What follows belongs to an exercise in optimizing a design on an open flow for small area, a short achievable clock period and few clock cycles per item; a production flow would make more cautious choices. RTL that was checked went through simulation tests only; none was proved equivalent to the original. For runs 1 to 3, only the layout was checked, not whether the RTL still works.

--- flow/flow/run.sh ---
#!/bin/bash
set -euo pipefail
export BUFFER_PORTS_ARGS="-buffer_cell sky130_fd_sc_hd__buf_1"
export SETUP_SLACK_MARGIN=23
bash standard.sh > standard_flow.log 2>&1
--- flow/standard.sh ---
#!/bin/bash
# synth_recipe.tcl (not shown) runs the flow's synth.tcl, then flattens the netlist and writes it again
# the make line also repeats each setting of config.mk as NAME=value (left out here)
make -C /OpenROAD-flow-scripts/flow DESIGN_CONFIG=/design/flow/config.mk WORK_HOME=/design/flow/orfs CLKGATE_MAP_FILE= SYNTH_SCRIPT=/design/flow/synth_recipe.tcl "${@:-finish}"
--- flow/config.mk ---
export PLATFORM = sky130hd
export DESIGN_NAME = interp_top
export DESIGN_NICKNAME = interp_top
export VERILOG_FILES = /design/flow/design.v
export SDC_FILE = /design/flow/constraint.sdc
export NUM_CORES = 4
export LEC_CHECK = 0
export CAP_MARGIN = 20
export CORE_MARGIN = 2
export CORE_UTILIZATION = 40
export PLACE_DENSITY = 0.6
export SLEW_MARGIN = 20
--- flow/constraint.sdc ---
create_clock -name core_clock -period 33.0 [get_ports {clk}]
set_input_delay 6.6000 -clock core_clock [delete_from_list [all_inputs] [get_ports {clk}]]
set_output_delay 6.6000 -clock core_clock [all_outputs]
set_load 0.01 [all_outputs]
--- flow/design.v ---
module interp_add #(
  parameter int N    = 16,
  parameter int ARCH = 1
) (
  input  [N-1:0] a,
  input  [N-1:0] b,
  input          ci,
  output [N-1:0] s,
  output         co
);
  logic [N:0] g0, p0, g, pp;
  always_comb begin
    g0[0] = ci; p0[0] = 1'b0;
    for (int i = 0; i < N; i++) begin
      g0[i+1] = a[i] & b[i];
      p0[i+1] = a[i] ^ b[i];
    end
    g = g0; pp = p0;
    if (ARCH == 0) begin
      for (int i = 1; i <= N; i++) g[i] = g0[i] | (p0[i] & g[i-1]);
    end else if (ARCH == 2) begin
      for (int l = 1; l <= N; l = l * 2) begin
        for (int i = N; i >= l; i--) begin
          g[i]  = g[i] | (pp[i] & g[i-l]);
          pp[i] = pp[i] & pp[i-l];
        end
      end
    end else begin
      for (int l = 1; 2 * l <= N + 1; l = l * 2) begin
        for (int i = 2 * l - 1; i <= N; i += 2 * l) begin
          g[i]  = g[i] | (pp[i] & g[i-l]);
          pp[i] = pp[i] & pp[i-l];
        end
      end
      for (int l = 16; l >= 1; l = l / 2) begin
        for (int i = 3 * l - 1; i <= N; i += 2 * l) begin
          g[i]  = g[i] | (pp[i] & g[i-l]);
          pp[i] = pp[i] & pp[i-l];
        end
      end
    end
  end
  for (genvar i = 0; i < N; i++) begin : sum
    assign s[i] = p0[i+1] ^ g[i];
  end
  assign co = g[N];
endmodule
module interpolate_cal #(
  parameter  int unsigned HALF_SIZE = 16,
  parameter  int unsigned DATA_SIZE = 16
) (
  input clk,
  input rstn,
  input en,
  input [0:7][DATA_SIZE-1:0] feat,
  input [0:8][DATA_SIZE-1:0] x,  
  input [0:8][DATA_SIZE-1:0] y,
  input [0:8][DATA_SIZE-1:0] z,
  output logic [DATA_SIZE-1:0] interpolated_feat,
  output logic done
);
localparam int W = DATA_SIZE;
logic         busy;         
logic [3:0]   op;           
logic [1:0]   cnt;          
logic         first;        
logic [W-1:0] r;            
logic [W-1:0] d;            
logic         p_valid;      
logic [3:0]   p_nib;        
logic [W-1:0] p, m, a, b;
logic [W-1:0] dv;
always_comb begin
  case (cnt)
    2'd0: dv = d;
    2'd1: dv = d << 4;
    2'd2: dv = d << 8;
    default: dv = d << 12;
  endcase
end
wire idle   = !busy && !p_valid;
wire start  = idle && en;
wire last   = busy && (cnt == 2'd0);
wire load   = start || (last && op != 4'd10);
wire [3:0] lop = busy ? op + 4'd1 : 4'd1;    
logic [W-1:0] d_a, d_b, n_a, n_b;
always_comb begin
  d_a = x[1]; d_b = x[0];
  case (lop)
    4'd1:  begin d_a = x[1]; d_b = x[0]; end
    4'd2:  begin d_a = y[2]; d_b = y[0]; end
    4'd3:  begin d_a = x[3]; d_b = x[2]; end
    4'd4:  begin d_a = y[2]; d_b = y[0]; end
    4'd5:  begin d_a = z[4]; d_b = z[0]; end
    4'd6:  begin d_a = x[5]; d_b = x[4]; end
    4'd7:  begin d_a = y[6]; d_b = y[4]; end
    4'd8:  begin d_a = x[7]; d_b = x[6]; end
    4'd9:  begin d_a = y[6]; d_b = y[4]; end
    4'd10: begin d_a = z[4]; d_b = z[0]; end
    default: ;
  endcase
  case (lop)
    4'd2, 4'd7: n_a = y[8];
    4'd5:       n_a = z[8];
    4'd4, 4'd9, 4'd10: n_a = d_a;
    default:    n_a = x[8];
  endcase
  case (lop)
    4'd4, 4'd9: n_b = y[8];
    4'd10:      n_b = z[8];
    default:    n_b = d_b;
  endcase
end
wire [W-1:0] n_new, d_new;
interp_add #(W, 1) u_nsub (.a(n_a), .b(~n_b), .ci(1'b1), .s(n_new), .co());
interp_add #(W, 1) u_dsub (.a(d_a), .b(~d_b), .ci(1'b1), .s(d_new), .co());
wire [1:0] k_new = (d_new[15:12] != 4'd0) ? 2'd0 :
                   (d_new[11:8]  != 4'd0) ? 2'd1 :
                   (d_new[7:4]   != 4'd0) ? 2'd2 : 2'd3;
logic [W-1:0] rs [0:4];
logic [3:0]   nib;
assign rs[0] = r;
for (genvar j = 0; j < 4; j++) begin : step
  localparam int S = 3 - j;
  wire [W-1:0] dsh  = dv << S;
  wire         fits = (S == 0) ? 1'b1 : ~|dv[W-1 -: (S == 0 ? 1 : S)];
  wire [W-1:0] diff;
  wire         nb;
  interp_add #(W, 2) u_sub (.a(rs[j]), .b(~dsh), .ci(1'b1), .s(diff), .co(nb));
  assign nib[S]  = nb & fits;
  assign rs[j+1] = nib[S] ? diff : rs[j];
end
always_ff @(posedge clk) begin
  if (!rstn) begin
    busy  <= 1'b0;
    op    <= 4'd1;
  end else if (load) begin
    busy  <= 1'b1;
    op    <= lop;
  end else if (last) begin
    busy  <= 1'b0;
  end
end
always_ff @(posedge clk) begin
  first <= load;
  if (load) begin
    r   <= n_new;
    d   <= d_new;
    cnt <= k_new;
  end else begin
    r   <= rs[4];
    cnt <= cnt - 2'd1;
  end
end
always_ff @(posedge clk) begin
  if (!rstn) begin
    p_valid <= 1'b0;
    done    <= 1'b0;
  end else begin
    p_valid <= busy;
    done    <= p_valid && !busy;
  end
  p_nib   <= nib;
end
wire x_op  = (op == 4'd1) || (op == 4'd3) || (op == 4'd6) || (op == 4'd8);
wire [W-1:0] f_a = (op == 4'd1) ? feat[0] : (op == 4'd3) ? feat[2] :
                   (op == 4'd6) ? feat[4] : feat[6];
wire [W-1:0] f_b = (op == 4'd1) ? feat[1] : (op == 4'd3) ? feat[3] :
                   (op == 4'd6) ? feat[5] : feat[7];
wire [W-1:0] f_sum;
interp_add #(W, 1) u_fadd (.a(f_a), .b(f_b), .ci(1'b0), .s(f_sum), .co());
wire p_fin  = first || !busy;                               
wire add_a  = first && (op == 4'd5 || op == 4'd10);         
wire add_b  = !busy;                                        
wire [W-1:0] addend = add_a ? a : add_b ? b : '0;
wire [W-1:0] p_new = (p << 4) + addend
                   + (p_nib[3] ? (m << 3) : '0)
                   + (p_nib[2] ? (m << 2) : '0)
                   + (p_nib[1] ? (m << 1) : '0)
                   + (p_nib[0] ? m : '0);
always_ff @(posedge clk) begin
  if (start)
    p <= '0;
  else if (p_valid)
    p <= (p_fin && busy) ? '0 : p_new;
  if (busy && first)
    m <= x_op ? f_sum : p_new;
  if (p_valid && first && (op == 4'd3 || op == 4'd8)) a <= p_new;   
  if (p_valid && first && op == 4'd6) b <= p_new;                    
end
assign interpolated_feat = p;
endmodule
module interp_top #(
  parameter  int unsigned W = 16
) (
  input              clk,
  input              rstn,
  input              en,
  input  [8*W-1:0]   feat,
  input  [9*W-1:0]   x,
  input  [9*W-1:0]   y,
  input  [9*W-1:0]   z,
  output [W-1:0]     interpolated_feat,
  output             done
);
logic [0:7][W-1:0] feat_arr;
logic [0:8][W-1:0] x_arr, y_arr, z_arr;
genvar g;
generate
  for (g = 0; g < 8; g = g + 1) begin : feat_unpack
    assign feat_arr[g] = feat[g*W +: W];
  end
  for (g = 0; g < 9; g = g + 1) begin : xyz_unpack
    assign x_arr[g] = x[g*W +: W];
    assign y_arr[g] = y[g*W +: W];
    assign z_arr[g] = z[g*W +: W];
  end
endgenerate
interpolate_cal #(
  .DATA_SIZE(W)
) INTERP (
  .clk               (clk),
  .rstn              (rstn),
  .en                (en),
  .feat              (feat_arr),
  .x                 (x_arr),
  .y                 (y_arr),
  .z                 (z_arr),
  .interpolated_feat (interpolated_feat),
  .done              (done)
);
endmodule
==> results of run 1 <==
## cell type report
cell class	count	area share
multi-input combinational	1430	0.6408
sequential	110	0.1650
timing repair buffer	470	0.1132
tap	461	0.03336
inverter	138	0.03046
clock buffer	12	0.01367
clock inverter	4	0.001881
antenna	11	0.001592
## layer usage
layer	up-vias	share of wire	GRT usage	wire, um
met5	-	0	0	0
met4	0	0.030	0.09943	1814
met3	77	0.069	0.04442	4117
met2	633	0.46	0.4937	27560
met1	7483	0.44	0.4224	26390
li1	7291	-	-	-
## worst paths after layout
| path | startpoint | to | slack, ns | depth (start not counted) |
|---|---|---|---|---|
| hold / removal | INTERP.p[13] | INTERP.p[13] | 0.48 | 1 |
| setup / recovery | x[98] | INTERP.r[13] | 23.05 | 15 |
| setup reg to reg | INTERP.cnt[0] | INTERP.r[13] | 23.22 | 41 |
| hold reg to reg | INTERP.p[13] | INTERP.p[13] | 0.48 | 1 |
## layout by cell type, fill, tap and decap left out, types with 27 or more instances in the layout
cell type  netlist  layout
inv_1          134     132
nor3_1          31      29
o21ai_0        109     102
a22oi_1         38      37
nand2_1        220     217
dfxtp_1         45      44
edfxtp_1        65      65
buf_1            9     418
xor2_1          32      32
fa_1            71      71
a222oi_1        47      47
nand3_1         43      42
xnor2_1         58      58
buf_4            2      49
nor2_1         100      97
a22o_1          27      27
ha_1           129     125
mux2i_1         29      28
a21oi_1        140     133
## flip-flops by register name, summed over array words and instances (netlist names), 4 cells and up
register      cells
INTERP.op         4
INTERP.p_nib      4
INTERP.m         16
INTERP.r         16
INTERP.d         16
INTERP.b         16
INTERP.a         16
INTERP.p         16
## stage by stage
stage          area [um2]  std cells
2_1_floorplan       14490       1778
3_3_place_gp        16440       2576
3_5_place_dp        16440       2576
4_1_cts             17010       2609
5_1_grt             17290       2634
6_report            17290       2636
## cells by family after synthesis
| kind of cell | Yosys count | share of synthesized area |
|---|---|---|
| AND/OR/NAND/NOR | 544 | 0.1778 |
| AO/OA/AOI/OAI | 542 | 0.2594 |
| buffers and inverters | 240 | 0.06374 |
| adder cells (fa/ha/maj) | 200 | 0.2095 |
| flip-flops | 110 | 0.1969 |
| XOR/XNOR | 91 | 0.05554 |
| multiplexers | 51 | 0.03714 |
## timing repair
| action | 4_1_cts | 5_1_grt |
|---|---|---|
| buffers inserted | 15 | 15 |
| endpoints found under the setup margin | 20 | 22 |
| cloned | 2 | 0 |
| pin swaps | 18 | 30 |
| resized for setup | 45 | 26 |
## worst register-to-register path, delay by kind of cell (launching register included)
family / cells / cell delay, ns
simple gates: 8 / 2.12
buf+inv: 6 / 0.66
mux: 3 / 0.83
fa+ha+maj: 5 / 1.46
flops: 1 / 0.39
compound gates: 19 / 4.18
==> out/metrics.yaml, run 1 <==
routedWlPerCell_um: 22.72
crit_family: "compound AO/OA/AOI/OAI gates"
first_pass_iters: 20
period_minus_slack_ns: 9.952
drv_slew: 0
max_slew.worst_pin.slew_ns: 1.091
io_buffers: 419
cpMaxStageDelayCell: "a222oi_1"
synth_area_mm2: 0.01449
hold_buffers: 0
grt_pass1_vias: 14758
seq_area_frac_synth: 0.1969
status: "timing/DRC/antenna clean"
die_w_um: 194.3
critical_path.startpoint_type: "input pin"
post-route-util: 0.4850
grtUsageTotal: 0.3062
yosysTopAreaCell: "edfxtp_1"
drt_iter0_markers: 1349
initial_core_util: 0.4063
regArea_mm2: 0.002854
vias: 15484
slew_headroom: 0.2700
grt_max_degree: 63
drcViolationCount: 0
cts_made_buffers: 9
setup_slack_ns: 23.05
cts_tree: "built"
path_class: "in -> reg"
timing.setup.tns_ns: 0
nFillCells: 3582
dp_slack_ns: 20.56
synth_area_per_cell_um2: 8.148
ant_nets: 0
path_buf_inv: 1
synthArstFlopShare: 0
drive_gt1_frac: 0.08087
grt_pass1_wl_mm: 88.52
root_buffer: "clkbuf_16"
grt-ovfl-total: 0
grt_setup_unrepaired: "true"
hold_violations: 0
synth_ff_type: "edfxtp_1"
place.gp.congestion: 1.037
dieArea_mm2: 0.03775
routed_wl_mm: 59.88
clkLatencyLatePin_ns: 0.38
arrival_ns: 10.23
cap_violations: 0
die_h_um: 194.3
required_ns: 33.28
pin_count: 580
synth_edf_count: 65
netlist_instances: 1778
yosysMostFrequentCell: "nand2_1"
fmax_ghz: 0.1005
path_clk_slew_ns: 0.09
critPathMaxStageDelay_ns: 0.49
synth_seq_cells: 110
areaGrowthSynthToFinish_pct: 19.37
hp-class: "reg -> reg"
multiInputGateArea_mm2: 0.01108
cts_max_path_buffers: 2
h-tree-depth: 3
syn_nets: 2541
end_kind: "flip-flop"
post-route-period-util: 0.3016
ys_top_cells_by_area: "edfxtp_1, ha_1, fa_1"
num_rows: 69
setup_viol: 0
ys_top_cells_by_count: "nand2_1, a21oi_1, inv_1, ha_1, o21ai_0"
synth_top_area_share: 0.1347
core_area_mm2: 0.03566
path_common_cell: "a221oi_2"
nets: 2922
dp_hpwl_mm: 48.90
clock_sinks: 110
ys_warn_count: 5
synth_cell_types: 87
timing.hold.ws_ns: 0.4768
crit_fanout: 2
path_cells: "buf_2 > a222oi_1 > nand4_1 > o21ai_2 > nor2_1 > a221oi_2 > ha_1 > o21ai_1 > a21oi_1 > o41a_1 > a211oi_2 > nand2_1 > a41oi_2 > fa_1 > a221oi_2"
vias_per_cell: 5.874
finalClockSkew_ns: 0.01988
antenna_found_initial: 11
==> run 2, diff against run 1 <==
--- a/flow/design.v
+++ b/flow/design.v
@@ -69,9 +69,17 @@
 logic         p_valid;      
 logic [3:0]   p_nib;        
 logic [W-1:0] p, m, a, b;
+logic [1:0] k_norm;
+always_comb begin
+  if (d[15:12] != 4'd0)     k_norm = 2'd0;
+  else if (d[11:8] != 4'd0) k_norm = 2'd1;
+  else if (d[7:4] != 4'd0)  k_norm = 2'd2;
+  else                      k_norm = 2'd3;
+end
+wire [1:0]   left = first ? k_norm : cnt;    
 logic [W-1:0] dv;
 always_comb begin
-  case (cnt)
+  case (left)
     2'd0: dv = d;
     2'd1: dv = d << 4;
     2'd2: dv = d << 8;
@@ -80,7 +88,7 @@
 end
 wire idle   = !busy && !p_valid;
 wire start  = idle && en;
-wire last   = busy && (cnt == 2'd0);
+wire last   = busy && (left == 2'd0);
 wire load   = start || (last && op != 4'd10);
 wire [3:0] lop = busy ? op + 4'd1 : 4'd1;    
 logic [W-1:0] d_a, d_b, n_a, n_b;
@@ -99,24 +107,24 @@
     4'd10: begin d_a = z[4]; d_b = z[0]; end
     default: ;
   endcase
+  n_a = x[8]; n_b = x[0];
   case (lop)
-    4'd2, 4'd7: n_a = y[8];
-    4'd5:       n_a = z[8];
-    4'd4, 4'd9, 4'd10: n_a = d_a;
-    default:    n_a = x[8];
-  endcase
-  case (lop)
-    4'd4, 4'd9: n_b = y[8];
-    4'd10:      n_b = z[8];
-    default:    n_b = d_b;
+    4'd1:  begin n_a = x[8]; n_b = x[0]; end
+    4'd2:  begin n_a = y[8]; n_b = y[0]; end
+    4'd3:  begin n_a = x[8]; n_b = x[2]; end
+    4'd4:  begin n_a = y[2]; n_b = y[8]; end
+    4'd5:  begin n_a = z[8]; n_b = z[0]; end
+    4'd6:  begin n_a = x[8]; n_b = x[4]; end
+    4'd7:  begin n_a = y[8]; n_b = y[4]; end
+    4'd8:  begin n_a = x[8]; n_b = x[6]; end
+    4'd9:  begin n_a = y[6]; n_b = y[8]; end
+    4'd10: begin n_a = z[4]; n_b = z[8]; end
+    default: ;
   endcase
 end
 wire [W-1:0] n_new, d_new;
 interp_add #(W, 1) u_nsub (.a(n_a), .b(~n_b), .ci(1'b1), .s(n_new), .co());
 interp_add #(W, 1) u_dsub (.a(d_a), .b(~d_b), .ci(1'b1), .s(d_new), .co());
-wire [1:0] k_new = (d_new[15:12] != 4'd0) ? 2'd0 :
-                   (d_new[11:8]  != 4'd0) ? 2'd1 :
-                   (d_new[7:4]   != 4'd0) ? 2'd2 : 2'd3;
 logic [W-1:0] rs [0:4];
 logic [3:0]   nib;
 assign rs[0] = r;
@@ -146,11 +154,10 @@
   if (load) begin
     r   <= n_new;
     d   <= d_new;
-    cnt <= k_new;
   end else begin
     r   <= rs[4];
-    cnt <= cnt - 2'd1;
-  end
+  end
+  cnt <= left - 2'd1;
 end
 always_ff @(posedge clk) begin
   if (!rstn) begin
==> out/metrics.yaml, run 2 <==
timing.setup.tns_ns: 0  # unchanged
cap_violations: 0  # unchanged
mostFrequentLayoutCell: "buf_1"
nFillCells: 3636  # +1.5%
drive_gt1_frac: 0.1086  # +0.02774
finalClockSkew_ns: 0.01402  # -0.005867 ns
crit_path_start: "z[5]"
seq_area_frac_synth: 0.1915  # -0.005425
grtUsageTotal: 0.3082  # +0.002005
die_w_um: 197.0  # +1.4%
synth_top_area_share: 0.1310  # -0.003712
regArea_mm2: 0.002853  # about the same
drv_slew: 0  # unchanged
antenna_found_initial: 23  # +12
cts_made_buffers: 9  # unchanged
path_cells: "buf_1 > nor2b_1 > a21oi_1 > o2bb2ai_1 > a222oi_1 > a31oi_2 > inv_1 > ha_1 > o21a_1 > nor2_1 > a211oi_2 > nor2_1 > a211o_1 > o21a_1 > fa_1 > xnor2_2 > o21ai_0 > a21oi_1"
crit_fanout: 3  # +1
critPathMaxStageDelay_ns: 0.45  # -0.04 ns
multiInputGateArea_mm2: 0.01191  # +7.5%
ys_top_cells_by_area: "edfxtp_1, ha_1, fa_1"
cts_tree: "built"
areaGrowthSynthToFinish_pct: 23.85
vias_per_cell: 6.063  # +3.2%
synth_ff_type: "edfxtp_1"
yosysMostFrequentCell: "nand2_1"
dp_hpwl_mm: 49.60  # +1.4%
r2r_end: "INTERP.r[5]"
setup_slack_ns: 23.14  # +0.08890 ns
arrival_ns: 10.14  # -0.09 ns
pin_count: 580  # unchanged
grt_max_degree: 63  # unchanged
dieArea_mm2: 0.03880  # +2.8%
hold_violations: 0  # unchanged
syn_nets: 2573  # +1.3%
grt_setup_unrepaired: "false"
synth_edf_count: 65  # unchanged
root_buffer: "clkbuf_16"
netlist_instances: 1810  # +1.8%
routed_wl_mm: 63.04  # +5.3%
routedWlPerCell_um: 23.26  # +2.4%
path_clk_slew_ns: 0.08  # about the same
synth_area_mm2: 0.01490  # +2.8%
core_area_mm2: 0.03661  # +2.7%
path_class: "in -> reg"
hp-class: "reg -> reg"
grt-ovfl-total: 0  # unchanged
max_slew.worst_pin.slew_ns: 0.8925  # -0.1989 ns
clkLatencyLatePin_ns: 0.37  # about the same
path_depth: 18  # +3
num_rows: 70  # +1.4%
yosysTopAreaCell: "edfxtp_1"
synth_cell_types: 79  # -9.2%
die_h_um: 197.0  # +1.4%
clock_sinks: 110  # unchanged
reg2regPathDepth: 44  # +7.3%
ys_top_cells_by_count: "nand2_1, inv_1, ha_1, a21oi_1, nor2_1"
path_buf_inv: 2  # +1
grt_pass1_wl_mm: 90.76  # +2.5%
critPathCapture: "INTERP.r[14]"
status: "timing/DRC/antenna clean"
initial_core_util: 0.4069  # +0.0006152
fmax_ghz: 0.1014  # +0.90%
synth_area_per_cell_um2: 8.230  # +1.0%
timing.rr.start: "INTERP.d[9]"
synthArstFlopShare: 0  # unchanged
synth_seq_cells: 110  # unchanged
mostFrequentLayoutCells: "buf_1, nand2_1, inv_1"
hold_path.startpoint: "INTERP.p[15]"
end_kind: "flip-flop"
critical_path.startpoint_type: "input pin"
vias: 16432  # +6.1%
setup_viol: 0  # unchanged
drt_iter0_markers: 2004  # +49%
grt_pass1_vias: 15202  # +3.0%
period_minus_slack_ns: 9.863  # -0.08890 ns
dp_slack_ns: 20.36  # -0.2052 ns
first_pass_iters: 10  # -50%
crit_family: "compound AO/OA/AOI/OAI gates"
hold_buffers: 0  # unchanged
nets: 2977  # +1.9%
io_buffers: 419  # unchanged
cpMaxStageDelayCell: "a31oi_2"
cts_max_path_buffers: 2  # unchanged
drcViolationCount: 0  # unchanged
r2r_slack_ns: 23.18  # -0.04 ns
ys_warn_count: 5  # unchanged
place.gp.congestion: 1.013  # -2.3%
required_ns: 33.28  # about the same
slew_headroom: 0.4050  # +0.1350
post-route-period-util: 0.2989  # -0.002694
ant_nets: 0  # unchanged
h-tree-depth: 3  # unchanged
run 2: metrics by stage:
stage	instance area (um2)	hold WS (ns)	util	std cells
floorplan	14900	0.4827	-	1810
global placement	16930	0.4477	0.4625	2626
finish	18450	0.4660	0.5040	2710
global route	18430	0.5119	0.5034	2702
CTS	17460	0.4668	0.4769	2659
detailed placement	16930	0.4501	0.4625	2626
run 2: how the worst min path moves through the flow:
stage | to | slack, ns | cells past startpoint
final | INTERP.p[15] | 0.47 | 2
after CTS | INTERP.p[15] | 0.47 | 2
after global routing | INTERP.p[14] | 0.51 | 1
after global placement | INTERP.p[15] | 0.45 | 2
after detailed placement | INTERP.p[15] | 0.45 | 2
after floorplan | INTERP.p[15] | 0.48 | 2
run 2: final cells by class:
cell class                      count  share of cell area
Tap cell                          468             0.03174
Antenna cell                       23            0.003119
Inverter                          150             0.03140
Sequential cell                   110              0.1546
Timing Repair Buffer              492              0.1181
Clock inverter                      4            0.002034
Multi-Input combinational cell   1451              0.6456
Clock buffer                       12             0.01336
run 2: cell families (layout without fill, tap and decap cells):
| group | Yosys count | count (layout) | share of synthesized area |
|---|---|---|---|
| adders and majority gates | 200 | 200 | 0.2038 |
| DFF | 110 | 110 | 0.1915 |
| other | 0 | 23 | 0 |
| and+or+nand+nor | 543 | 543 | 0.1713 |
| xor gates and xnor gates | 86 | 86 | 0.05157 |
| buffers and inverters | 250 | 658 | 0.06526 |
| AOI/OAI and AO/OA | 546 | 547 | 0.2626 |
| muxes | 75 | 75 | 0.05401 |
run 2: worst register-to-register path, delay by kind of cell (launching register included):
kind | cells | cell delay, ns
muxes | 3 | 0.77
DFF | 1 | 0.41
and+or+nand+nor | 10 | 2.14
buffers and inverters | 6 | 0.97
adders and majority gates | 5 | 1.24
AOI/OAI and AO/OA | 20 | 4.18
run 2: repair_timing:
item                                    in CTS  in global routing
endpoints found under the setup margin      20                 22
buffers inserted                            16                 28
pin swaps                                   10                 33
cloned                                       1                  0
resized for setup                           27                119
run 2: metal layers:
metal | share of wire | wire length (um) | global-route usage | vias up
met5 | 0.00032 | 20 | 0 | -
met2 | 0.47 | 29440 | 0.5026 | 879
met1 | 0.40 | 25460 | 0.4032 | 7894
met4 | 0.045 | 2816 | 0.1314 | 4
li1 | - | - | - | 7510
met3 | 0.084 | 5304 | 0.05236 | 145
==> run 3, diff against run 2 <==
--- a/flow/design.v
+++ b/flow/design.v
@@ -134,7 +134,7 @@
   wire         fits = (S == 0) ? 1'b1 : ~|dv[W-1 -: (S == 0 ? 1 : S)];
   wire [W-1:0] diff;
   wire         nb;
-  interp_add #(W, 2) u_sub (.a(rs[j]), .b(~dsh), .ci(1'b1), .s(diff), .co(nb));
+  interp_add #(W, 1) u_sub (.a(rs[j]), .b(~dsh), .ci(1'b1), .s(diff), .co(nb));
   assign nib[S]  = nb & fits;
   assign rs[j+1] = nib[S] ? diff : rs[j];
 end
==> out/metrics.yaml, run 3 <==
io_buffers: 419  # unchanged
pin_count: 580  # unchanged
grtUsageMet1: 0.4374  # +0.03414
status: "timing/DRC/antenna clean"
ys_warn_count: 4  # -1
cts_tree: "built"
reg2regPathDepth: 57  # +30%
die_w_um: 195.7  # -0.65%
yosysTopAreaCell: "fa_1"
max_slew.worst_pin.slew_ns: 1.083  # +0.1901 ns
mostFrequentLayoutCells: "buf_1, nand2_1, inv_1"
dieArea_mm2: 0.03830  # -1.3%
timing.setup.tns_ns: 0  # unchanged
grt-ovfl-total: 0  # unchanged
first_pass_iters: 10  # unchanged
holdPathStages: 1  # -1
critPathMaxStageDelay_ns: 0.57  # +0.12 ns
drt_iter0_markers: 1901  # -5.1%
synthArstFlopShare: 0  # unchanged
nets: 2972  # -0.17%
post-route-period-util: 0.3471  # +0.04826
grt_pass1_wl_mm: 92.07  # +1.4%
routedWlPerCell_um: 23.51  # +1.1%
drive_gt1_frac: 0.1179  # +0.009255
vias_per_cell: 5.857  # -3.4%
synth_area_mm2: 0.01470  # -1.3%
finalClockSkew_ns: 0.01839  # +0.004376 ns
cts_max_path_buffers: 2  # unchanged
end_kind: "flip-flop"
hp-class: "reg -> reg"
cts_made_buffers: 9  # unchanged
hold_violations: 0  # unchanged
grt_pass1_vias: 14904  # -2.0%
areaGrowthSynthToFinish_pct: 25.82
drv_slew: 0  # unchanged
path_clk_slew_ns: 0.08  # about the same
crit_fanout: 7  # +4
cap_violations: 0  # unchanged
nFillCells: 3543  # -2.6%
antenna_found_initial: 31  # +35%
seq_area_frac_synth: 0.1941  # +0.002576
vias: 15738  # -4.2%
busiest_layer: "met2"
dp_hpwl_mm: 50.82  # +2.5%
synth_seq_cells: 110  # unchanged
die_h_um: 195.7  # -0.65%
netlist_instances: 1762  # -2.7%
required_ns: 33.26  # -0.02 ns
grtUsageTotal: 0.3201  # +0.01185
clkLatencyLatePin_ns: 0.38  # about the same
synth_top_area_share: 0.1362  # +0.005167
synth_edf_count: 65  # unchanged
grt_max_degree: 67  # +6.3%
mostFrequentLayoutCell: "buf_1"
drcViolationCount: 0  # unchanged
critical_path.startpoint_type: "flip-flop"
yosysMostFrequentCell: "nand2_1"
path_class: "reg -> reg"
core_area_mm2: 0.03643  # -0.48%
root_buffer: "clkbuf_16"
grt_setup_unrepaired: "true"
ant_nets: 0  # unchanged
routed_wl_mm: 63.17  # +0.20%
gr-usage-met3: 0.05811  # +0.005744
synth_cell_types: 82  # +3.8%
period_minus_slack_ns: 11.46  # +1.593 ns
synth_ff_type: "edfxtp_1"
synth_area_per_cell_um2: 8.342  # +1.4%
place.gp.congestion: 0.9995  # -1.3%
clock_sinks: 110  # unchanged
ys_top_cells_by_area: "fa_1, edfxtp_1, ha_1"
setup_viol: 0  # unchanged
initial_core_util: 0.4034  # -0.003470
ys_top_cells_by_count: "nand2_1, inv_1, ha_1, nor2_1, fa_1"
num_rows: 70  # unchanged
slew_headroom: 0.2759  # -0.1291
use_met2: 0.5146  # +0.01200
fmax_ghz: 0.08729  # -14%
arrival_ns: 11.71  # +1.57 ns
h-tree-depth: 3  # unchanged
setup_slack_ns: 21.54  # -1.593 ns
syn_nets: 2550  # -0.89%
dp_slack_ns: 19.98  # -0.3764 ns
cpMaxStageDelayCell: "or4_4"
## run 3: layer usage
metal | up-vias | part of all wire
li1 | 7244 | -
met1 | 7583 | 0.41
met2 | 809 | 0.46
met3 | 98 | 0.094
met4 | 4 | 0.030
met5 | - | 0.00041
## run 3: final timing paths
kind	from	end	slack, ns
setup / recovery	INTERP.d[9]	INTERP.r[7]	21.54
hold / removal	INTERP.p[12]	INTERP.p[12]	0.49
setup reg to reg	INTERP.d[9]	INTERP.r[7]	21.54
hold reg to reg	INTERP.p[12]	INTERP.p[12]	0.49
## run 3: area by class of cell
cell class	instances	area, um2	area share
Multi-Input combinational cell	1406	11690	0.6320
Sequential cell	110	2853	0.1543
Timing Repair Buffer	509	2389	0.1292
Tap cell	468	585.6	0.03166
Inverter	148	584.3	0.03159
Clock buffer	9	225.2	0.01218
Clock inverter	7	95.09	0.005142
Antenna cell	30	75.07	0.004059
## run 3: kinds of logic (layout without fill, tap and decap cells)
kind of cell               count (synthesis)  after routing  share of synthesized area
buffers and inverters                    247            673                    0.06384
other                                      1             31                  0.0002551
DFF                                      110            110                     0.1941
and+or+nand+nor                          559            560                     0.1730
AOI/OAI and AO/OA                        472            472                     0.2300
adders and majority gates                225            225                     0.2426
muxes                                     70             70                    0.04980
xor gates and xnor gates                  78             78                    0.04648
## run 3: critical path, delay by kind of cell, from the launching register on
kind	cells	cell delay [ns]
simple gates	13	2.91
buf+inv	10	1.24
compound gates	23	3.55
mux	2	0.68
fa+ha+maj	9	2.54
flops	1	0.38
## run 3: metrics by stage
step	hold WS, ns	cell area (um2)	instances	util
final	0.4852	18490	2687	0.5076
after global routing	0.4980	18450	2669	0.5064
after CTS	0.4783	18030	2637	0.4947
after detailed placement	0.4589	16970	2578	0.4658
after global placement	0.4593	16970	2578	0.4658
after floorplan	0.4955	15010	1762	-
## run 3: timing repair
action / in CTS / in global routing
setup buffers: 41 / 18
hold buffers: 0 / 0
endpoints found under the setup margin: 19 / 23
gates resized for setup: 65 / 49
pin swaps: 42 / 28
endpoints found under the hold margin: 0 / 0
cloned: 2 / 1
==> run 4, diff against run 3 <==
--- a/flow/design.v
+++ b/flow/design.v
@@ -69,17 +69,9 @@
 logic         p_valid;      
 logic [3:0]   p_nib;        
 logic [W-1:0] p, m, a, b;
-logic [1:0] k_norm;
-always_comb begin
-  if (d[15:12] != 4'd0)     k_norm = 2'd0;
-  else if (d[11:8] != 4'd0) k_norm = 2'd1;
-  else if (d[7:4] != 4'd0)  k_norm = 2'd2;
-  else                      k_norm = 2'd3;
-end
-wire [1:0]   left = first ? k_norm : cnt;    
 logic [W-1:0] dv;
 always_comb begin
-  case (left)
+  case (cnt)
     2'd0: dv = d;
     2'd1: dv = d << 4;
     2'd2: dv = d << 8;
@@ -88,7 +80,7 @@
 end
 wire idle   = !busy && !p_valid;
 wire start  = idle && en;
-wire last   = busy && (left == 2'd0);
+wire last   = busy && (cnt == 2'd0);
 wire load   = start || (last && op != 4'd10);
 wire [3:0] lop = busy ? op + 4'd1 : 4'd1;    
 logic [W-1:0] d_a, d_b, n_a, n_b;
@@ -107,24 +99,24 @@
     4'd10: begin d_a = z[4]; d_b = z[0]; end
     default: ;
   endcase
-  n_a = x[8]; n_b = x[0];
   case (lop)
-    4'd1:  begin n_a = x[8]; n_b = x[0]; end
-    4'd2:  begin n_a = y[8]; n_b = y[0]; end
-    4'd3:  begin n_a = x[8]; n_b = x[2]; end
-    4'd4:  begin n_a = y[2]; n_b = y[8]; end
-    4'd5:  begin n_a = z[8]; n_b = z[0]; end
-    4'd6:  begin n_a = x[8]; n_b = x[4]; end
-    4'd7:  begin n_a = y[8]; n_b = y[4]; end
-    4'd8:  begin n_a = x[8]; n_b = x[6]; end
-    4'd9:  begin n_a = y[6]; n_b = y[8]; end
-    4'd10: begin n_a = z[4]; n_b = z[8]; end
-    default: ;
+    4'd2, 4'd7: n_a = y[8];
+    4'd5:       n_a = z[8];
+    4'd4, 4'd9, 4'd10: n_a = d_a;
+    default:    n_a = x[8];
+  endcase
+  case (lop)
+    4'd4, 4'd9: n_b = y[8];
+    4'd10:      n_b = z[8];
+    default:    n_b = d_b;
   endcase
 end
 wire [W-1:0] n_new, d_new;
 interp_add #(W, 1) u_nsub (.a(n_a), .b(~n_b), .ci(1'b1), .s(n_new), .co());
 interp_add #(W, 1) u_dsub (.a(d_a), .b(~d_b), .ci(1'b1), .s(d_new), .co());
+wire [1:0] k_new = (d_new[15:12] != 4'd0) ? 2'd0 :
+                   (d_new[11:8]  != 4'd0) ? 2'd1 :
+                   (d_new[7:4]   != 4'd0) ? 2'd2 : 2'd3;
 logic [W-1:0] rs [0:4];
 logic [3:0]   nib;
 assign rs[0] = r;
@@ -134,7 +126,7 @@
   wire         fits = (S == 0) ? 1'b1 : ~|dv[W-1 -: (S == 0 ? 1 : S)];
   wire [W-1:0] diff;
   wire         nb;
-  interp_add #(W, 1) u_sub (.a(rs[j]), .b(~dsh), .ci(1'b1), .s(diff), .co(nb));
+  interp_add #(W, 2) u_sub (.a(rs[j]), .b(~dsh), .ci(1'b1), .s(diff), .co(nb));
   assign nib[S]  = nb & fits;
   assign rs[j+1] = nib[S] ? diff : rs[j];
 end
@@ -154,10 +146,11 @@
   if (load) begin
     r   <= n_new;
     d   <= d_new;
+    cnt <= k_new;
   end else begin
     r   <= rs[4];
-  end
-  cnt <= left - 2'd1;
+    cnt <= cnt - 2'd1;
+  end
 end
 always_ff @(posedge clk) begin
   if (!rstn) begin
@@ -180,11 +173,22 @@
 wire add_a  = first && (op == 4'd5 || op == 4'd10);         
 wire add_b  = !busy;                                        
 wire [W-1:0] addend = add_a ? a : add_b ? b : '0;
-wire [W-1:0] p_new = (p << 4) + addend
-                   + (p_nib[3] ? (m << 3) : '0)
-                   + (p_nib[2] ? (m << 2) : '0)
-                   + (p_nib[1] ? (m << 1) : '0)
-                   + (p_nib[0] ? m : '0);
+wire [W-1:0] t0 = addend;
+wire [W-1:0] t1 = p << 4;
+wire [W-1:0] t2 = p_nib[3] ? (m << 3) : '0;
+wire [W-1:0] t3 = p_nib[2] ? (m << 2) : '0;
+wire [W-1:0] t4 = p_nib[1] ? (m << 1) : '0;
+wire [W-1:0] t5 = p_nib[0] ? m : '0;
+wire [W-1:0] s1 = t0 ^ t1 ^ t2;
+wire [W-1:0] c1 = ((t0 & t1) | (t0 & t2) | (t1 & t2)) << 1;
+wire [W-1:0] s2 = t3 ^ t4 ^ t5;
+wire [W-1:0] c2 = ((t3 & t4) | (t3 & t5) | (t4 & t5)) << 1;
+wire [W-1:0] s3 = s1 ^ c1 ^ s2;
+wire [W-1:0] c3 = ((s1 & c1) | (s1 & s2) | (c1 & s2)) << 1;
+wire [W-1:0] s4 = s3 ^ c3 ^ c2;
+wire [W-1:0] c4 = ((s3 & c3) | (s3 & c2) | (c3 & c2)) << 1;
+wire [W-1:0] p_new;
+interp_add #(W, 0) u_pcpa (.a(s4), .b(c4), .ci(1'b0), .s(p_new), .co());
 always_ff @(posedge clk) begin
   if (start)
     p <= '0;
--- a/flow/config.mk
+++ b/flow/config.mk
@@ -8,5 +8,5 @@
 export CAP_MARGIN = 20
 export CORE_MARGIN = 2
 export CORE_UTILIZATION = 40
-export PLACE_DENSITY = 0.6
+export PLACE_DENSITY = 0.75
 export SLEW_MARGIN = 20
==> out/metrics.yaml, run 4 <==
hold_violations: 0  # unchanged
slew_headroom: 0.2261  # -0.04984
grt_setup_unrepaired: "true"
grtUsageTotal: 0.3068  # -0.01331
mostFrequentLayoutCell: "buf_1"
grt_pass1_wl_mm: 87.56  # -4.9%
grt_pass1_vias: 14695  # -1.4%
dp_hpwl_mm: 49.44  # -2.7%
io_buffers: 419  # unchanged
critPathMaxStageDelay_ns: 0.50  # -0.07 ns
setup_viol: 0  # unchanged
grt_max_degree: 63  # -6.0%
synthArstFlopShare: 0  # unchanged
antenna_found_initial: 34  # +9.7%
drive_gt1_frac: 0.09159  # -0.02627
core_area_mm2: 0.03548  # -2.6%
drv_slew: 0  # unchanged
fin_area_mm2: 0.01743  # -5.8%
vias_per_cell: 5.852  # about the same
initial_core_util: 0.4052  # +0.001728
h-tree-depth: 3  # unchanged
seq_area_frac_synth: 0.1984  # +0.004358
dieArea_mm2: 0.03747  # -2.1%
syn_nets: 2485  # -2.5%
root_buffer: "clkbuf_16"
synth_area_mm2: 0.01438  # -2.2%
post-route-period-util: 0.2993  # -0.04783
cts_max_path_buffers: 2  # unchanged
status: "timing/DRC/antenna clean"
num_rows: 69  # -1.4%
arrival_ns: 10.16  # -1.55 ns
routed_wl_mm: 60.22  # -4.7%
max_slew.worst_pin.slew_ns: 1.160  # +0.07702 ns
cts_tree: "built"
ant_nets: 0  # unchanged
period_minus_slack_ns: 9.877  # -1.578 ns
crit_fanout: 3  # -4
mostFrequentLayoutCells: "buf_1, nand2_1, inv_1"
pin_count: 580  # unchanged
synth_seq_cells: 110  # unchanged
required_ns: 33.29  # +0.03 ns
vias: 15304  # -2.8%
hold_buffers: 0  # unchanged
post_dp_cell_area_mm2: 0.01638  # -3.5%
first_pass_iters: 9  # -1
grt-ovfl-total: 0  # unchanged
setup_slack_ns: 23.12  # +1.578 ns
drt_iter0_markers: 1636  # -14%
synth_edf_count: 65  # unchanged
nets: 2888  # -2.8%
path_class: "in -> reg"
crit_family: "compound AO/OA/AOI/OAI gates"
timing.setup.tns_ns: 0  # unchanged
critical_path.startpoint_type: "input pin"
ys_top_cells_by_area: "edfxtp_1, fa_1, ha_1"
drcViolationCount: 0  # unchanged
cap_violations: 0  # unchanged
yosysMostFrequentCell: "nand2_1"
cts_made_buffers: 9  # unchanged
finalClockSkew_ns: 0.01223  # -0.006159 ns
netlist_instances: 1721  # -2.3%
dp_slack_ns: 21.84  # +1.859 ns
routedWlPerCell_um: 23.03  # -2.0%
die_h_um: 193.6  # -1.1%
path_cells: "buf_1 > a222oi_1 > a41oi_2 > buf_4 > a221oi_4 > inv_2 > ha_4 > a21oi_4 > o211ai_1 > a41o_1 > o41ai_4 > inv_1 > a21oi_2 > fa_1 > nand2_1 > o31ai_2 > a31oi_1"
synth_cell_types: 87  # +6.1%
synth_top_area_share: 0.1358  # -0.0004232
hp-class: "reg -> reg"
ys_top_cells_by_count: "nand2_1, inv_1, ha_1, nor2_1, a21oi_1"
end_kind: "flip-flop"
areaGrowthSynthToFinish_pct: 21.22
yosysTopAreaCell: "edfxtp_1"
ys_warn_count: 6  # +2
path_clk_slew_ns: 0.08  # about the same
path_buf_inv: 4  # -6
place.gp.congestion: 1.040  # +4.1%
clkLatencyLatePin_ns: 0.37  # about the same
clock_sinks: 110  # unchanged
die_w_um: 193.6  # -1.1%
synth_ff_type: "edfxtp_1"
synth_area_per_cell_um2: 8.353  # +0.13%
fmax_ghz: 0.1012  # +16%
cpMaxStageDelayCell: "a222oi_1"
## run 4: what timing repair did
action | 4_1_cts | 5_1_grt
pin swaps | 9 | 33
endpoints found under the setup margin | 21 | 24
cloned | 0 | 2
resized for setup | 34 | 44
setup buffers | 8 | 33
## run 4: layout make-up
class	instances	area (um2)
fillers	3373	18060
multi-input cells	1373	11010
flip-flops and latches	110	2855
repair buffers	486	2097
well taps	461	576.8
inverters	144	543.0
clock buffers	12	257.7
diodes	25	62.56
clock inverters	4	27.53
## run 4: cell families (layout without fill, tap and decap cells)
kind of cell	count (synthesis)	after routing	synth area share
xor gates and xnor gates	84	84	0.05170
AOI/OAI and AO/OA	478	478	0.2334
other	0	25	0
and+or+nand+nor	536	536	0.1794
adders and majority gates	201	201	0.2172
DFF	110	110	0.1984
muxes	74	74	0.05370
buffers and inverters	238	646	0.06614
## run 4: layer usage
| metal | vias up | share of wire | GRT usage |
|---|---|---|---|
| li1 | 7065 | - | - |
| met1 | 7325 | 0.36 | 0.3549 |
| met2 | 776 | 0.46 | 0.4955 |
| met3 | 126 | 0.12 | 0.1098 |
| met4 | 12 | 0.060 | 0.1662 |
| met5 | - | 0.0011 | 0 |
## run 4: worst paths after layout
path / from / end / slack (ns) / cells after the start
setup / recovery: x[113] / INTERP.r[11] / 23.12 / 17
hold / removal: INTERP.p[15] / INTERP.p[15] / 0.48 / 2
setup reg to reg: INTERP.cnt[1] / INTERP.r[4] / 23.41 / 47
hold reg to reg: INTERP.p[15] / INTERP.p[15] / 0.48 / 2
## run 4: worst min-delay path: cells and delay by family (launching register included)
family / cells / cell delay [ns]
AO/OA/AOI/OAI: 1 / 0.05
flip-flops: 1 / 0.32
AND/OR/NAND/NOR: 1 / 0.06
## run 4: through the flow
stage / util / instances / hold WS (ns)
2_1_floorplan: - / 1721 / 0.4874
3_3_place_gp: 0.4617 / 2531 / 0.4575
3_5_place_dp: 0.4617 / 2531 / 0.4625
4_1_cts: 0.4765 / 2555 / 0.4757
5_1_grt: 0.4899 / 2598 / 0.4973
6_report: 0.4911 / 2615 / 0.4752
Testbench counts of run 4, summed over its fixed seeds: cycles 65,649, items 2,400.
==> run 5, diff against run 4 <==
==> flow/flow/run.sh (replaced) <==
#!/bin/bash
set -euo pipefail
export BUFFER_PORTS_ARGS="-buffer_cell sky130_fd_sc_hd__buf_1"
export SETUP_SLACK_MARGIN=23.5
bash standard.sh > standard_flow.log 2>&1
--- a/flow/config.mk
+++ b/flow/config.mk
@@ -8,5 +8,5 @@
 export CAP_MARGIN = 20
 export CORE_MARGIN = 2
 export CORE_UTILIZATION = 40
-export PLACE_DENSITY = 0.75
+export PLACE_DENSITY = 0.6
 export SLEW_MARGIN = 20
==> out/metrics.yaml, run 5 <==
areaGrowthSynthToFinish_pct: 23.24
nets: 2895  # +0.24%
arrival_ns: 9.98  # -0.18 ns
critical_path.startpoint_type: "input pin"
synth_area_mm2: 0.01438  # unchanged
yosysMostFrequentCell: "nand2_1"
r2r_slack_ns: 23.76  # +0.35 ns
status: "timing/DRC/antenna clean"
routedWlPerCell_um: 22.86  # -0.74%
synth_area_per_cell_um2: 8.353  # unchanged
mostFrequentLayoutCells: "buf_1, nand2_1, inv_1"
path_clk_slew_ns: 0.09  # about the same
synth_top_area_share: 0.1358  # unchanged
synth_edf_count: 65  # unchanged
initial_core_util: 0.4052  # unchanged
place.gp.congestion: 1.003  # -3.6%
grt_pass1_vias: 14583  # -0.76%
dieArea_mm2: 0.03747  # unchanged
root_buffer: "clkbuf_16"
timing.setup.tns_ns: 0  # unchanged
path_common_cell: "o211ai_1"
seq_area_frac_synth: 0.1984  # unchanged
netlist_instances: 1721  # unchanged
instances_no_fill: 2623  # +0.31%
drv_slew: 0  # unchanged
end_kind: "flip-flop"
drcViolationCount: 0  # unchanged
hp-class: "reg -> reg"
regArea_mm2: 0.002860  # +0.18%
fmax_ghz: 0.1032  # +1.9%
grt_pass1_wl_mm: 87.37  # -0.22%
cts_max_path_buffers: 2  # unchanged
synthArstFlopShare: 0  # unchanged
die_w_um: 193.6  # unchanged
first_pass_iters: 8  # -1
mostFrequentLayoutCell: "buf_1"
cpMaxStageDelayCell: "or4_4"
max_slew.worst_pin.slew_ns: 1.053  # -0.1066 ns
num_rows: 69  # unchanged
drt_iter0_markers: 1506  # -7.9%
syn_nets: 2485  # unchanged
post-route-period-util: 0.2937  # -0.005603
synth_cell_types: 87  # unchanged
hold_violations: 0  # unchanged
io_buffers: 419  # unchanged
cts_tree: "built"
dp_hpwl_mm: 48.95  # -0.99%
grt-ovfl-total: 0  # unchanged
cts_made_buffers: 9  # unchanged
grt_setup_unrepaired: "true"
multiInputGateArea_mm2: 0.01122  # +1.9%
h-tree-depth: 3  # unchanged
critPathMaxStageDelay_ns: 0.47  # -0.03 ns
hold_buffers: 0  # unchanged
pin_count: 580  # unchanged
timing.hold.ws_ns: 0.4852  # +0.009988 ns
grtUsageTotal: 0.3090  # +0.002244
required_ns: 33.29  # about the same
ys_top_cells_by_area: "edfxtp_1, fa_1, ha_1"
ys_warn_count: 6  # unchanged
drive_gt1_frac: 0.1152  # +0.02358
placed_cells: 2532  # +0.040%
holdPathStages: 2  # unchanged
antenna_found_initial: 29  # -15%
die_h_um: 193.6  # unchanged
reg2regPathDepth: 47  # unchanged
clkLatencyLatePin_ns: 0.37  # about the same
yosysTopAreaCell: "edfxtp_1"
vias: 14970  # -2.2%
finalClockSkew_ns: 0.01258  # +0.0003498 ns
setup_viol: 0  # unchanged
slew_headroom: 0.2980  # +0.07189
path_class: "in -> reg"
period_minus_slack_ns: 9.692  # -0.1849 ns
core_area_mm2: 0.03548  # unchanged
clock_sinks: 110  # unchanged
nFillCells: 3475  # +3.0%
routed_wl_mm: 59.96  # -0.44%
ant_nets: 0  # unchanged
cap_violations: 0  # unchanged
ys_top_cells_by_count: "nand2_1, inv_1, ha_1, nor2_1, a21oi_1"
synth_ff_type: "edfxtp_1"
crit_fanout: 3  # unchanged
path_cells: "buf_1 > a222oi_1 > a41oi_2 > a221oi_2 > inv_1 > ha_4 > nand2_2 > o211ai_1 > a41o_1 > o41ai_4 > o2111ai_1 > o211ai_1 > or4_4 > a32oi_1"
synth_seq_cells: 110  # unchanged
grt_max_degree: 63  # unchanged
vias_per_cell: 5.707  # -2.5%
[run 5: worst paths after layout]
check | start | to
setup / recovery | x[115] | INTERP.r[15]
hold / removal | INTERP.p[15] | INTERP.p[15]
setup reg to reg | INTERP.cnt[1] | INTERP.r[4]
hold reg to reg | INTERP.p[15] | INTERP.p[15]
[run 5: through the flow]
stage / worst slack (ns) / util / instance area [um2]
after global placement: 21.56 / 0.4630 / 16430
final: 23.31 / 0.4993 / 17720
after global routing: 23.21 / 0.4975 / 17650
after CTS: 23.34 / 0.4823 / 17110
after detailed placement: 21.55 / 0.4630 / 16430
after floorplan: 23.42 / - / 14410
[run 5: worst max-delay path: cells and delay by family]
| family | cells | cell delay [ns] |
|---|---|---|
| compound gates | 9 | 2.35 |
| fa+ha+maj | 1 | 0.29 |
| buf+inv | 2 | 0.21 |
| simple gates | 2 | 0.52 |
[run 5: per-layer routing]
layer  GRT usage  wire [um]  vias to the layer above  share of wire
li1            -          -                     7090              -
met1      0.3800      22930                     7095           0.38
met2      0.5044      27630                      664           0.46
met3     0.05509       5119                      119          0.085
met4      0.1889       4257                        2          0.071
met5           0         13                        -        0.00022
[run 5: final cells by class]
cell class | instances | area share
flip-flops and latches | 110 | 0.1614
inverters | 144 | 0.03129
diodes | 26 | 0.003672
repair buffers | 493 | 0.1218
clock inverters | 6 | 0.003107
multi-input cells | 1373 | 0.6332
well taps | 461 | 0.03256
clock buffers | 10 | 0.01292
[run 5: repair_timing]
action                                  in CTS  in global routing
pin swaps                                   25                 35
buffers inserted                            22                 27
gates resized for setup                     59                 71
endpoints found under the setup margin      25                 27
[run 5: logic make-up after synthesis]
group | Yosys count | synth area share
AND/OR/NAND/NOR | 536 | 0.1794
AO/OA/AOI/OAI | 478 | 0.2334
buffers and inverters | 238 | 0.06614
adder cells (fa/ha/maj) | 201 | 0.2172
flip-flops | 110 | 0.1984
XOR/XNOR | 84 | 0.05170
multiplexers | 74 | 0.05370
==> run 6, diff against run 5 <==
==> flow/flow/run.sh (replaced) <==
#!/bin/bash
set -euo pipefail
export BUFFER_PORTS_ARGS="-buffer_cell sky130_fd_sc_hd__buf_1"
export SETUP_SLACK_MARGIN=23
bash standard.sh > standard_flow.log 2>&1
--- a/flow/config.mk
+++ b/flow/config.mk
@@ -5,6 +5,7 @@
 export SDC_FILE = /design/flow/constraint.sdc
 export NUM_CORES = 4
 export LEC_CHECK = 0
+export ABC_AREA = 1
 export CAP_MARGIN = 20
 export CORE_MARGIN = 2
 export CORE_UTILIZATION = 40
==> out/metrics.yaml, run 6 <==
path_common_cell: "nand2_1"
setup_slack_ns: 23.08  # -0.2314 ns
synth_area_per_cell_um2: 6.949  # -17%
nets: 3275  # +13%
grt-ovfl-total: 0  # unchanged
setup_viol: 0  # unchanged
synth_top_area_share: 0.1520  # +0.01625
synth_ff_type: "edfxtp_1"
hp-class: "reg -> reg"
synth_cell_types: 53  # -39%
vias: 16623  # +11%
synth_area_mm2: 0.01486  # +3.4%
areaGrowthSynthToFinish_pct: 16.26
yosysMostFrequentCell: "nand2_1"
drt_iter0_markers: 1612  # +7.0%
ant_nets: 0  # unchanged
timing.setup.tns_ns: 0  # unchanged
clock_sinks: 110  # unchanged
dp_hpwl_mm: 52.75  # +7.7%
path_cells: "clkbuf_2 > a22o_1 > a21oi_1 > nand3_1 > o21ai_1 > inv_1 > nand2_1 > a21oi_1 > ha_1 > nand2_1 > nand2_1 > a31oi_2 > inv_1 > a221o_1 > a21oi_2 > nor3_1 > nor2_1 > fa_1 > or2_2 > nand3_1"
first_pass_iters: 6  # -2
die_h_um: 196.8  # +1.6%
ys_top_cells_by_area: "nand2_1, edfxtp_1, fa_1"
drcViolationCount: 0  # unchanged
grt_pass1_vias: 15598  # +7.0%
cts_made_buffers: 9  # unchanged
period_minus_slack_ns: 9.924  # +0.2314 ns
h-tree-depth: 3  # unchanged
instances_no_fill: 3005  # +15%
antenna_found_initial: 21  # -28%
die_w_um: 196.8  # +1.6%
path_class: "in -> reg"
clkLatencyLatePin_ns: 0.37  # about the same
required_ns: 33.32  # +0.03 ns
cts_max_path_buffers: 2  # unchanged
routed_wl_mm: 63.59  # +6.1%
grt_max_degree: 64  # +1.6%
root_buffer: "clkbuf_16"
fin_area_mm2: 0.01728  # -2.5%
dieArea_mm2: 0.03872  # +3.3%
drv_slew: 0  # unchanged
mostFrequentLayoutCell: "nand2_1"
io_buffers: 419  # unchanged
crit_fanout: 4  # +1
synthArstFlopShare: 0  # unchanged
critical_path.startpoint_type: "input pin"
path_clk_slew_ns: 0.09  # about the same
num_rows: 70  # +1.4%
reg2regPathDepth: 29  # -38%
critPathMaxStageDelay_ns: 0.44  # -0.03 ns
initial_core_util: 0.4060  # +0.0008527
core_area_mm2: 0.03661  # +3.2%
grtUsageTotal: 0.3202  # +0.01115
slew_headroom: 0.3480  # +0.05002
ys_warn_count: 6  # unchanged
max_slew.worst_pin.slew_ns: 0.9770  # -0.07609 ns
cts_tree: "built"
placed_cells: 2960  # +17%
status: "timing/DRC/antenna clean"
syn_nets: 2903  # +17%
grt_setup_unrepaired: "true"
drive_gt1_frac: 0.04769  # -0.06747
yosysTopAreaCell: "nand2_1"
arrival_ns: 10.24  # +0.26 ns
grt_pass1_wl_mm: 92.86  # +6.3%
vias_per_cell: 5.532  # -3.1%
seq_area_frac_synth: 0.1919  # -0.006514
dp_slack_ns: 22.09  # +0.5353 ns
synth_edf_count: 65  # unchanged
post-route-period-util: 0.3007  # +0.007012
place.gp.congestion: 1.045  # +4.2%
routedWlPerCell_um: 21.16  # -7.4%
pin_count: 580  # unchanged
holdPathStages: 2  # unchanged
cpMaxStageDelayCell: "fa_1"
cap_violations: 0  # unchanged
hold_violations: 0  # unchanged
post_dp_cell_area_mm2: 0.01676  # +2.0%
finalClockSkew_ns: 0.01684  # +0.004257 ns
ys_top_cells_by_count: "nand2_1, inv_1, nand3_1, a21oi_1, ha_1"
mostFrequentLayoutCells: "nand2_1, buf_1, inv_1"
fmax_ghz: 0.1008  # -2.3%
netlist_instances: 2139  # +24%
end_kind: "flip-flop"
synth_seq_cells: 110  # unchanged
[run 6: cell count changes after synthesis, moves of 23 or more]
cell      before  now
inv_1        140  281
a221oi_1      10   36
nand2_1      187  602
a21oi_1       96  126
o21ai_1        1   24
and2_1        68    6
nor2b_1       24    0
nand3_1       28  147
mux2i_1       52    0
a222oi_1      49    0
a22oi_1       47   22
nor2_1       116   90
[run 6: layer usage]
| layer | track usage | wire, um | vias to the layer above |
|---|---|---|---|
| met2 | 0.4799 | 27080 | 806 |
| li1 | - | - | 7893 |
| met4 | 0.09802 | 1765 | 4 |
| met5 | 0 | 23 | - |
| met3 | 0.05441 | 6315 | 87 |
| met1 | 0.4684 | 28420 | 7833 |
[run 6: final timing paths]
check | from | end | slack (ns)
min | INTERP.p[12] | INTERP.p[12] | 0.47
min reg2reg | INTERP.p[12] | INTERP.p[12] | 0.47
max | z[66] | INTERP.r[13] | 23.08
max reg2reg | INTERP.op[0] | INTERP.m[15] | 23.56
[run 6: metrics by stage]
step / utilization / hold slack, ns
final: 0.4720 / 0.4740
after global routing: 0.4716 / 0.4885
after CTS: 0.4662 / 0.4775
after detailed placement: 0.4578 / 0.4648
after global placement: 0.4578 / 0.4558
after floorplan: - / 0.4751
[run 6: critical path: cells and delay by family]
kind            cells  cell delay, ns
fa+ha+maj           2            0.82
buf+inv             3            0.42
compound gates      7            1.39
simple gates        8            1.00
[run 6: cell families (layout without fill, tap and decap cells)]
family | Yosys count | count (layout) | share of synthesized area
AND/OR/NAND/NOR | 931 | 931 | 0.2673
AO/OA/AOI/OAI | 442 | 442 | 0.1848
buffers and inverters | 378 | 755 | 0.1006
adder cells (fa/ha/maj) | 201 | 201 | 0.2101
flip-flops | 110 | 110 | 0.1919
XOR/XNOR | 77 | 77 | 0.04537
other | 0 | 21 | 0
[run 6: final cells by class]
| type | count | area, um2 |
|---|---|---|
| antenna | 21 | 52.55 |
| clock buffer | 11 | 232.7 |
| clock inverter | 5 | 63.81 |
| fill | 3815 | 19330 |
| inverter | 298 | 1130 |
| multi-input combinational | 1651 | 10630 |
| sequential | 110 | 2853 |
| tap | 468 | 585.6 |
| timing repair buffer | 440 | 1732 |
| timing repair inverter | 1 | 7.507 |
[run 6: what timing repair did]
action,CTS,global route
setup buffers,0,7
gates resized for setup,4,24
pin swaps,0,2
hold endpoints to repair,0,0
hold buffers,0,0
gates cloned,0,1
setup endpoints to repair,18,24
==> run 7, diff against run 6 <==
==> flow/config.mk (replaced) <==
export PLATFORM = sky130hd
export DESIGN_NAME = interp_top
export DESIGN_NICKNAME = interp_top
export VERILOG_FILES = /design/flow/design.v
export SDC_FILE = /design/flow/constraint.sdc
export NUM_CORES = 4
export LEC_CHECK = 0
export CAP_MARGIN = 20
export CORE_ASPECT_RATIO = 0.25
export CORE_MARGIN = 2
export CORE_UTILIZATION = 55
export PLACE_DENSITY = 0.65
export SLEW_MARGIN = 20
==> out/metrics.yaml, run 7 <==
status: "timing/DRC/antenna clean"
timing.setup.tns_ns: 0  # unchanged
path_common_cell: "inv_1"
cts_made_buffers: 9  # unchanged
arrival_ns: 10.36  # +0.12 ns
timing.rr.start: "INTERP.cnt[0]"
num_rows: 29  # -59%
hold_path.startpoint: "INTERP.p[15]"
fmax_ghz: 0.09927  # -1.5%
die_w_um: 327.4  # +66%
initial_core_util: 0.5644  # +0.1584
hold_violations: 0  # unchanged
grt_pass1_wl_mm: 77.85  # -16%
ys_warn_count: 6  # unchanged
grt_pass1_vias: 14103  # -9.6%
drv_slew: 0  # unchanged
synth_area_per_cell_um2: 8.353  # +20%
synth_ff_type: "edfxtp_1"
vias: 15101  # -9.2%
grtUsageMet1: 0.5172  # +0.04876
synth_cell_types: 87  # +64%
timing.hold.ws_ns: 0.4774  # +0.003376 ns
antenna_found_initial: 10  # -52%
use_met2: 0.5401  # +0.06015
path_class: "in -> reg"
h-tree-depth: 3  # unchanged
netlist_instances: 1721  # -20%
pin_count: 580  # unchanged
end_kind: "flip-flop"
crit_fanout: 3  # -1
routed_wl_mm: 52.14  # -18%
hp-class: "reg -> reg"
drive_gt1_frac: 0.09018  # +0.04248
slew_headroom: 0.3372  # -0.01075
r2r_slack_ns: 23.30  # -0.26 ns
dieArea_mm2: 0.02777  # -28%
root_buffer: "clkbuf_16"
mostFrequentLayoutCell: "buf_1"
core_area_mm2: 0.02547  # -30%
synth_edf_count: 65  # unchanged
critical_path.startpoint_type: "input pin"
dp_hpwl_mm: 41.81  # -21%
synth_area_mm2: 0.01438  # -3.3%
vias_per_cell: 6.082  # +9.9%
ant_nets: 0  # unchanged
areaGrowthSynthToFinish_pct: 19.63
yosysMostFrequentCell: "nand2_1"
hold_buffers: 0  # unchanged
cts_max_path_buffers: 2  # unchanged
post-route-period-util: 0.3053  # +0.004539
seq_area_frac_synth: 0.1984  # +0.006514
crit_path_start: "x[117]"
yosysTopAreaCell: "edfxtp_1"
routedWlPerCell_um: 21.00  # -0.78%
period_minus_slack_ns: 10.07  # +0.1498 ns
io_buffers: 419  # unchanged
grt_setup_unrepaired: "true"
path_buf_inv: 4  # +1
path_cells: "buf_8 > a222oi_1 > a41oi_2 > buf_6 > a221oi_4 > inv_1 > ha_1 > o21a_1 > a41o_1 > o41ai_4 > inv_1 > a21oi_2 > fa_1 > nand2_2 > o31ai_4 > a31oi_2"
max_slew.worst_pin.slew_ns: 0.9928  # +0.01582 ns
clkLatencyLatePin_ns: 0.38  # about the same
mostFrequentLayoutCells: "buf_1, nand2_1, inv_1"
drcViolationCount: 0  # unchanged
setup_viol: 0  # unchanged
critPathMaxStageDelay_ns: 0.85  # +0.41 ns
grtUsageTotal: 0.3669  # +0.04671
nets: 2877  # -12%
syn_nets: 2485  # -14%
cap_violations: 0  # unchanged
crit_family: "compound AO/OA/AOI/OAI gates"
grt-ovfl-total: 0  # unchanged
required_ns: 33.29  # -0.03 ns
place.gp.congestion: 1.013  # -3.1%
path_clk_slew_ns: 0.08  # about the same
ys_top_cells_by_area: "edfxtp_1, fa_1, ha_1"
gr-usage-met3: 0.1199  # +0.06550
first_pass_iters: 12  # +6
grt_max_degree: 63  # -1.6%
finalClockSkew_ns: 0.009060  # -0.007781 ns
ys_top_cells_by_count: "nand2_1, inv_1, ha_1, nor2_1, a21oi_1"
clock_sinks: 110  # unchanged
busiest_layer: "met2"
cpMaxStageDelayCell: "a222oi_1"
drt_iter0_markers: 1547  # -4.0%
nFillCells: 2225  # -42%
die_h_um: 84.84  # -57%
synth_seq_cells: 110  # unchanged
cts_tree: "built"
synth_top_area_share: 0.1358  # -0.01625
synthArstFlopShare: 0  # unchanged
## run 7: cell types whose count changed in the layout (fill, tap and decap cells not counted), moves of 34 or more
cell      change
and2_1       +61
nand2_1     -413
inv_1       -141
nand3_1     -121
mux2i_1      +47
a21oi_1      -34
a222oi_1     +49
## run 7: path summary, 6_finish.rpt
check / cells past startpoint / to
worst min-delay path: 2 / INTERP.p[15]
worst max register to register: 43 / INTERP.r[4]
worst max-delay path: 16 / INTERP.r[11]
worst min register to register: 2 / INTERP.p[15]
## run 7: cell families (layout without fill, tap and decap cells)
group                    count (synthesis)  count (layout)  share of synthesized area
buffers and inverters                  238             635                    0.06614
XOR/XNOR                                84              84                    0.05170
flip-flops                             110             110                     0.1984
AND/OR/NAND/NOR                        536             536                     0.1794
multiplexers                            74              74                    0.05370
other                                    0               9                          0
AO/OA/AOI/OAI                          478             478                     0.2334
adder cells (fa/ha/maj)                201             201                     0.2172
## run 7: layer usage
layer	up-vias	wire length, um	part of all wire
met5	-	112	0.0021
met3	100	5955	0.11
met1	7174	23080	0.44
met4	2	1197	0.023
met2	795	21790	0.42
li1	7030	-	-
## run 7: area by class of cell
cell class | instances | area, um2 | area share
inverter | 144 | 543.0 | 0.03158
multi-input combinational | 1373 | 11010 | 0.6400
clock buffer | 9 | 225.2 | 0.01310
tap | 356 | 445.4 | 0.02590
timing repair buffer | 475 | 2017 | 0.1173
sequential | 110 | 2855 | 0.1660
clock inverter | 7 | 82.58 | 0.004802
antenna | 9 | 22.52 | 0.001310
## run 7: per-stage QoR
| step | worst slack [ns] | utilization | area [um2] | std cells |
|---|---|---|---|---|
| floorplan | 23.19 | - | 14380 | 1721 |
| global placement | 21.67 | 0.6386 | 16270 | 2428 |
| detailed placement | 21.59 | 0.6386 | 16270 | 2428 |
| CTS | 23.00 | 0.6595 | 16800 | 2455 |
| global route | 22.85 | 0.6747 | 17190 | 2478 |
| finish | 22.93 | 0.6752 | 17200 | 2483 |
## run 7: worst reg2reg max path, delay by kind of cell, from the launching register on
kind | cells | cell delay [ns]
flops | 1 | 0.39
compound gates | 17 | 3.99
buf+inv | 9 | 1.31
fa+ha+maj | 5 | 1.60
mux | 2 | 0.66
simple gates | 10 | 1.66
## run 7: repair_timing
| action | in CTS | in global routing |
|---|---|---|
| pin swaps | 13 | 26 |
| setup buffers | 11 | 18 |
| gates cloned | 0 | 1 |
| gates resized for setup | 30 | 56 |
| endpoints found under the hold margin | 0 | 0 |
| endpoints found under the setup margin | 21 | 26 |

[what the ideal ports hide]
The results above use ideal ports. As a check the final layouts listed here were re-extracted and re-timed, cells and wires unchanged.
Step 1: set_driving_cell puts a clkbuf_16 on clk and a buf_2 on each other input, an assumption about the parent block.
Step 2 moves the port delays by t, midway between the first and last clock arrival at a register: inputs arrive t later, outputs are due t later. That takes back most of the time a late clock gives input paths.
Slacks: ideal / step 1 / step 2; pairs: ideal / step 1.
run	t, ns	setup slack, ns	worst setup path after step 2
run 1	0.411	23.048 / 23.068 / 22.657	input to register
run 2	0.406	23.137 / 23.013 / 22.606	input to register
run 3	0.417	21.545 / 21.545 / 21.545	register to register
run 4	0.401	23.123 / 23.143 / 22.742	input to register
run 5	0.405	23.308 / 23.333 / 22.928	input to register
run 6	0.412	23.076 / 23.086 / 22.673	input to register
run 7	0.417	22.927 / 22.933 / 22.516	input to register
After both steps every run listed still meets setup and hold. For run 2, which loses most, drivers alone change the setup slack by -0.124 ns; drivers and shift together by -0.531 ns.
